Background: an optimization exercise with open tools, aiming at small area. Do not read the settings as production practice.

==> flow/design.v <==
module video_uut (
    input  wire         clk_i           , 
    input  wire         rst_i           , 
    input  wire         cen_i           , 
    input  wire         vid_sel_i       , 
    input  wire [29:0]  probes_i,
    input  wire [7:0]   square_length_1_i ,
    input  wire [7:0]   square_length_2_i ,
    input  wire [1:0]   speed_mult_1_i,
    input  wire [1:0]   speed_mult_2_i,
    input  wire [19:0]  vdat_bars_i     , 
    input  wire [19:0]  vdat_colour_i   , 
    input  wire [3:0]   fvht_i          , 
    output wire [3:0]   fvht_o          ,
    output wire [19:0]  video_o
);
reg [7:0]  square_length_1;
reg [7:0]  square_length_2;
reg [1:0]  speed_mult_1;
reg [1:0]  speed_mult_2;
reg [1:0]  speed_mult_3;
reg [3:0]  fvht_d1;
reg [3:0]  fvht_d2;
reg [3:0]  fvht_d3;
reg [11:0] column_counter;
reg [11:0] line_counter;
reg [19:0] probe_px;
reg [11:0] pos_x_1;
reg [10:0] pos_y_1;
reg [11:0] pos_x_2;
reg [10:0] pos_y_2;
reg [3:0]  direction;
reg [19:0] mix_bars;
reg [19:0] mix_flat_x;
reg [19:0] out_color;
reg [19:0] vid_d1;
function automatic [12:0] add12;    
    input [11:0] a;
    input [11:0] b;
    input        ci;
    integer i;
    reg c;
    begin
        c = ci;
        for (i = 0; i < 12; i = i + 1) begin
            add12[i] = a[i] ^ b[i] ^ c;
            c = (a[i] & b[i]) | (c & (a[i] ^ b[i]));
        end
        add12[12] = c;
    end
endfunction
function automatic lt12;            
    input [11:0] a;
    input [11:0] b;
    integer i;
    reg l;
    begin
        l = 1'b0;
        for (i = 0; i < 12; i = i + 1)
            l = (~a[i] & b[i]) | (~a[i] & l) | (b[i] & l);
        lt12 = l;
    end
endfunction
localparam [19:0] FLAT = {10'h050, 10'h200};
wire h_in = fvht_i[1];
wire h_d  = fvht_d1[1];
wire h_neg = ~h_in & h_d;
wire h_pos = h_in & ~h_d;
wire new_frame = fvht_i[2] & ~fvht_d1[2];
wire [12:0] col_inc = add12(column_counter, 12'd0, 1'b1);
wire [12:0] line_inc = add12(line_counter, 12'd0, 1'b1);
wire [11:0] column_next = h_neg ? 12'd0 : col_inc[11:0];
wire [12:0] sx1 = add12(pos_x_1, {4'b0, square_length_1}, 1'b0);
wire [12:0] sy1f = add12({1'b0, pos_y_1}, {4'b0, square_length_1}, 1'b0);
wire [10:0] sy1 = sy1f[10:0];
wire [12:0] sx2 = add12(pos_x_2, {4'b0, square_length_2}, 1'b0);
wire [12:0] sy2f = add12({1'b0, pos_y_2}, {4'b0, square_length_2}, 1'b0);
wire [10:0] sy2 = sy2f[10:0];
wire hit1 = lt12(pos_x_1, column_counter) && lt12(column_counter, sx1[11:0]) &&
            lt12({1'b0, pos_y_1}, line_counter) && lt12(line_counter, {1'b0, sy1});
wire hit2 = lt12(pos_x_2, column_counter) && lt12(column_counter, sx2[11:0]) &&
            lt12({1'b0, pos_y_2}, line_counter) && lt12(line_counter, {1'b0, sy2});
wire [3:0] p1 = speed_mult_1 * speed_mult_3;
wire [3:0] p2 = speed_mult_2 * speed_mult_3;
wire [12:0] mx1_s = add12(pos_x_1, {{7{direction[0]}}, {p1, 1'b0} ^ {5{direction[0]}}}, direction[0]);
wire [12:0] mx1 = {mx1_s[11:0], 1'b0};
wire [12:0] my1_s = add12({1'b0, pos_y_1}, {{7{direction[1]}}, {p1, 1'b0} ^ {5{direction[1]}}}, direction[1]);
wire [11:0] my1 = {my1_s[10:0], 1'b0};
wire [12:0] mx2_s = add12(pos_x_2, {{7{direction[2]}}, {p2, 1'b0} ^ {5{direction[2]}}}, direction[2]);
wire [12:0] mx2 = {mx2_s[11:0], 1'b0};
wire [12:0] my2_s = add12({1'b0, pos_y_2}, {{7{direction[3]}}, {p2, 1'b0} ^ {5{direction[3]}}}, direction[3]);
wire [11:0] my2 = {my2_s[10:0], 1'b0};
wire x1_oob = (pos_x_1 > 12'd2019) || (pos_x_1 < 12'd6);
wire x1_hi  = sx1 > 13'd1919;
wire y1_hi  = sy1 >= 11'd1124;
wire y1_lo  = pos_y_1 <= 11'd45;
wire x2_oob = (pos_x_2 > 12'd2019) || (pos_x_2 < 12'd6);
wire x2_hi  = sx2 >= 13'd1919;
wire y2_hi  = sy2 >= 11'd1124;
wire y2_lo  = pos_y_2 <= 11'd45;
wire [19:0] probe_sel = {probes_i[29:20], column_next[0] ? probes_i[9:0] : probes_i[19:10]};
wire n1 = hit1 && (|probe_px);
wire n2 = hit2;
wire [19:0] sq2 = {10'h216, column_counter[0] ? 10'h0cf : 10'h0fd};
wire [19:0] op_a = n1 ? probe_px : vdat_bars_i;
wire [19:0] op_b = n2 ? sq2 : vdat_bars_i;
wire [12:0] sum_lf = add12({2'b0, op_a[19:10]}, {2'b0, op_b[19:10]}, 1'b0);
wire [9:0]  sum_l = sum_lf[9:0];
wire [12:0] sum_cf = add12({2'b0, op_a[9:0]}, {2'b0, op_b[9:0]}, 1'b0);
wire [9:0]  sum_c = sum_cf[9:0];
wire [19:0] mixed = {sum_l, 1'b0, sum_c[9:1]};
wire [19:0] v1 = (n1 || n2) ? mixed : vdat_bars_i;
wire [19:0] v0 = (n1 && n2) ? mixed : n1 ? probe_px : n2 ? sq2 : FLAT;
always @(posedge clk_i) begin
    if (rst_i) begin
        square_length_1 <= 0;
        square_length_2 <= 0;
        speed_mult_1 <= 0;
        speed_mult_2 <= 0;
        speed_mult_3 <= 0;
        fvht_d1 <= 0;
        fvht_d2 <= 0;
        fvht_d3 <= 0;
        column_counter <= 0;
        line_counter <= 0;
        probe_px <= 0;
        pos_x_1 <= 0;
        pos_y_1 <= 0;
        pos_x_2 <= 0;
        pos_y_2 <= 0;
        direction <= 0;
        mix_bars <= 0;
        mix_flat_x <= 0;
        out_color <= 0;
        vid_d1 <= 0;
    end else if (cen_i) begin
        square_length_1 <= (~|square_length_1_i) ? 8'd50 : square_length_1_i;
        square_length_2 <= (~|square_length_2_i) ? 8'd50 : square_length_2_i;
        speed_mult_1 <= (~|speed_mult_1_i) ? 2'd1 : speed_mult_1_i;
        speed_mult_2 <= (~|speed_mult_2_i) ? 2'd1 : speed_mult_2_i;
        speed_mult_3 <= speed_mult_2;
        fvht_d1 <= fvht_i;
        fvht_d2 <= fvht_d1;
        fvht_d3 <= fvht_d2;
        column_counter <= column_next;
        if (h_pos)
            line_counter <= new_frame ? 12'd0 : line_inc[11:0];
        probe_px <= probe_sel;
        if (new_frame) begin
            if (x1_oob) begin
                pos_x_1 <= 12'd6;
                direction[0] <= 1'b0;
            end else if (x1_hi) begin
                pos_x_1 <= 12'd1918 - {4'b0, square_length_1};
                direction[0] <= 1'b1;
            end else
                pos_x_1 <= mx1[12:1];
            if (y1_hi) begin
                pos_y_1 <= 11'd1119 - {3'b0, square_length_1};
                direction[1] <= 1'b1;
            end else if (y1_lo) begin
                pos_y_1 <= 11'd50;
                direction[1] <= 1'b0;
            end else
                pos_y_1 <= my1[11:1];
            if (x2_oob) begin
                pos_x_2 <= 12'd6;
                direction[2] <= 1'b0;
            end else if (x2_hi) begin
                pos_x_2 <= 12'd1915 - {4'b0, square_length_2};
                direction[2] <= 1'b1;
            end else
                pos_x_2 <= mx2[12:1];
            if (y2_hi) begin
                pos_y_2 <= 11'd1123 - {3'b0, square_length_2};
                direction[3] <= 1'b1;
            end else if (y2_lo) begin
                pos_y_2 <= 11'd50;
                direction[3] <= 1'b0;
            end else
                pos_y_2 <= my2[11:1];
        end
        mix_bars <= v1;
        mix_flat_x <= v0 ^ FLAT;
        out_color <= vid_sel_i ? mix_bars : (mix_flat_x ^ FLAT);
        vid_d1 <= out_color;
    end
end
assign fvht_o  = fvht_d3;
assign video_o = vid_d1;
endmodule
clock: 6.7 ns
lec_check: 0
cap_margin: 20
core_margin: 2
core_utilization: 45
slew_margin: 20
run.sh (not shown) runs the stock make flow with config.mk's settings and CLKGATE_MAP_FILE= SYNTH_SCRIPT=/design/flow/synth_recipe.tcl, a recipe that flattens the netlist after the stock synthesis.
The baseline finished but fails on setup timing.
Change:
--- a/flow/design.v
+++ b/flow/design.v
@@ -28,12 +28,15 @@
 reg [11:0] pos_x_1;
 reg [10:0] pos_y_1;
 reg [11:0] pos_x_2;
 reg [10:0] pos_y_2;
 reg [3:0]  direction;
-reg [19:0] mix_bars;
-reg [19:0] mix_flat_x;
+reg [19:0] sq1_px;
+reg        sq1_on;
+reg        sq2_on;
+reg        sq2_odd;
+reg [19:0] vdat_bars_d1;
 reg [19:0] out_color;
 reg [19:0] vid_d1;
 function automatic [12:0] add12;    
     input [11:0] a;
     input [11:0] b;
@@ -97,57 +100,47 @@
 wire x2_oob = (pos_x_2 > 12'd2019) || (pos_x_2 < 12'd6);
 wire x2_hi  = sx2 >= 13'd1919;
 wire y2_hi  = sy2 >= 11'd1124;
 wire y2_lo  = pos_y_2 <= 11'd45;
 wire [19:0] probe_sel = {probes_i[29:20], column_next[0] ? probes_i[9:0] : probes_i[19:10]};
-wire n1 = hit1 && (|probe_px);
-wire n2 = hit2;
-wire [19:0] sq2 = {10'h216, column_counter[0] ? 10'h0cf : 10'h0fd};
-wire [19:0] op_a = n1 ? probe_px : vdat_bars_i;
-wire [19:0] op_b = n2 ? sq2 : vdat_bars_i;
+wire [19:0] sq2 = {10'h216, sq2_odd ? 10'h0cf : 10'h0fd};
+wire [19:0] op_a = sq1_on ? sq1_px : vdat_bars_d1;
+wire [19:0] op_b = sq2_on ? sq2 : vdat_bars_d1;
 wire [12:0] sum_lf = add12({2'b0, op_a[19:10]}, {2'b0, op_b[19:10]}, 1'b0);
-wire [9:0]  sum_l = sum_lf[9:0];
 wire [12:0] sum_cf = add12({2'b0, op_a[9:0]}, {2'b0, op_b[9:0]}, 1'b0);
-wire [9:0]  sum_c = sum_cf[9:0];
-wire [19:0] mixed = {sum_l, 1'b0, sum_c[9:1]};
-wire [19:0] v1 = (n1 || n2) ? mixed : vdat_bars_i;
-wire [19:0] v0 = (n1 && n2) ? mixed : n1 ? probe_px : n2 ? sq2 : FLAT;
+wire [19:0] mixed = {sum_lf[9:0], 1'b0, sum_cf[9:1]};
+wire both = sq1_on & sq2_on;
+wire any  = sq1_on | sq2_on;
+wire [19:0] out_next = (vid_sel_i ? any : both) ? mixed :
+                       sq1_on ? sq1_px : sq2_on ? sq2 :
+                       vid_sel_i ? vdat_bars_d1 : FLAT;
 always @(posedge clk_i) begin
     if (rst_i) begin
-        square_length_1 <= 0;
-        square_length_2 <= 0;
-        speed_mult_1 <= 0;
         speed_mult_2 <= 0;
-        speed_mult_3 <= 0;
         fvht_d1 <= 0;
         fvht_d2 <= 0;
         fvht_d3 <= 0;
         column_counter <= 0;
         line_counter <= 0;
-        probe_px <= 0;
         pos_x_1 <= 0;
         pos_y_1 <= 0;
         pos_x_2 <= 0;
         pos_y_2 <= 0;
         direction <= 0;
-        mix_bars <= 0;
-        mix_flat_x <= 0;
+        sq1_on <= 0;
+        sq2_on <= 0;
+        vdat_bars_d1 <= 0;
         out_color <= 0;
         vid_d1 <= 0;
     end else if (cen_i) begin
-        square_length_1 <= (~|square_length_1_i) ? 8'd50 : square_length_1_i;
-        square_length_2 <= (~|square_length_2_i) ? 8'd50 : square_length_2_i;
-        speed_mult_1 <= (~|speed_mult_1_i) ? 2'd1 : speed_mult_1_i;
         speed_mult_2 <= (~|speed_mult_2_i) ? 2'd1 : speed_mult_2_i;
-        speed_mult_3 <= speed_mult_2;
         fvht_d1 <= fvht_i;
         fvht_d2 <= fvht_d1;
         fvht_d3 <= fvht_d2;
         column_counter <= column_next;
         if (h_pos)
             line_counter <= new_frame ? 12'd0 : line_inc[11:0];
-        probe_px <= probe_sel;
         if (new_frame) begin
             if (x1_oob) begin
                 pos_x_1 <= 12'd6;
                 direction[0] <= 1'b0;
             end else if (x1_hi) begin
@@ -178,14 +171,26 @@
                 pos_y_2 <= 11'd50;
                 direction[3] <= 1'b0;
             end else
                 pos_y_2 <= my2[11:1];
         end
-        mix_bars <= v1;
-        mix_flat_x <= v0 ^ FLAT;
-        out_color <= vid_sel_i ? mix_bars : (mix_flat_x ^ FLAT);
+        sq1_on <= hit1 && (|probe_px);
+        sq2_on <= hit2;
+        vdat_bars_d1 <= vdat_bars_i;
+        out_color <= out_next;
         vid_d1 <= out_color;
+    end
+end
+always @(posedge clk_i) begin
+    if (cen_i) begin
+        square_length_1 <= (~|square_length_1_i) ? 8'd50 : square_length_1_i;
+        square_length_2 <= (~|square_length_2_i) ? 8'd50 : square_length_2_i;
+        speed_mult_1 <= (~|speed_mult_1_i) ? 2'd1 : speed_mult_1_i;
+        speed_mult_3 <= speed_mult_2;
+        probe_px <= probe_sel;
+        sq1_px <= probe_px;
+        sq2_odd <= column_counter[0];
     end
 end
 assign fvht_o  = fvht_d3;
 assign video_o = vid_d1;
 endmodule
=> Now the flow finished with timing, DRC and antenna clean; flip-flop and latch count rises by 3; fmax rises by 55%; register-to-register slack gets better by 3.2 ns; critical path depth falls by 19; cell area falls by 9.3%; wire length falls by 9.0%.
No run of this note included a check of the RTL's function; only the layout flow was run.

## port drivers added, routing unchanged
In the flow no input, the clock included, has a driving cell. The finished layouts below were timed again as built, in two steps. Step 1 assumes that a clkbuf_16 drives the clock port and a buf_2 every other input. Step 2, shift: input delay + t, output delay - t, t = (earliest + latest rising clock arrival at the registers) / 2. This alone moves slack from input paths to output paths. a / b / c = ideal ports / drivers / drivers and shift; a / b = the first two.
| run | t, ns | setup slack, ns | worst setup path at the end | worst slew at a driven data input, ns | pins driven straight from the clock port |
|---|---|---|---|---|---|
| the first run | 0.575 | -2.251 / -2.251 / -2.251 | register to register | 0.06 | 1 |
| the second run | 0.577 | 0.943 / 0.943 / 0.943 | register to register | 0.08 | 1 |
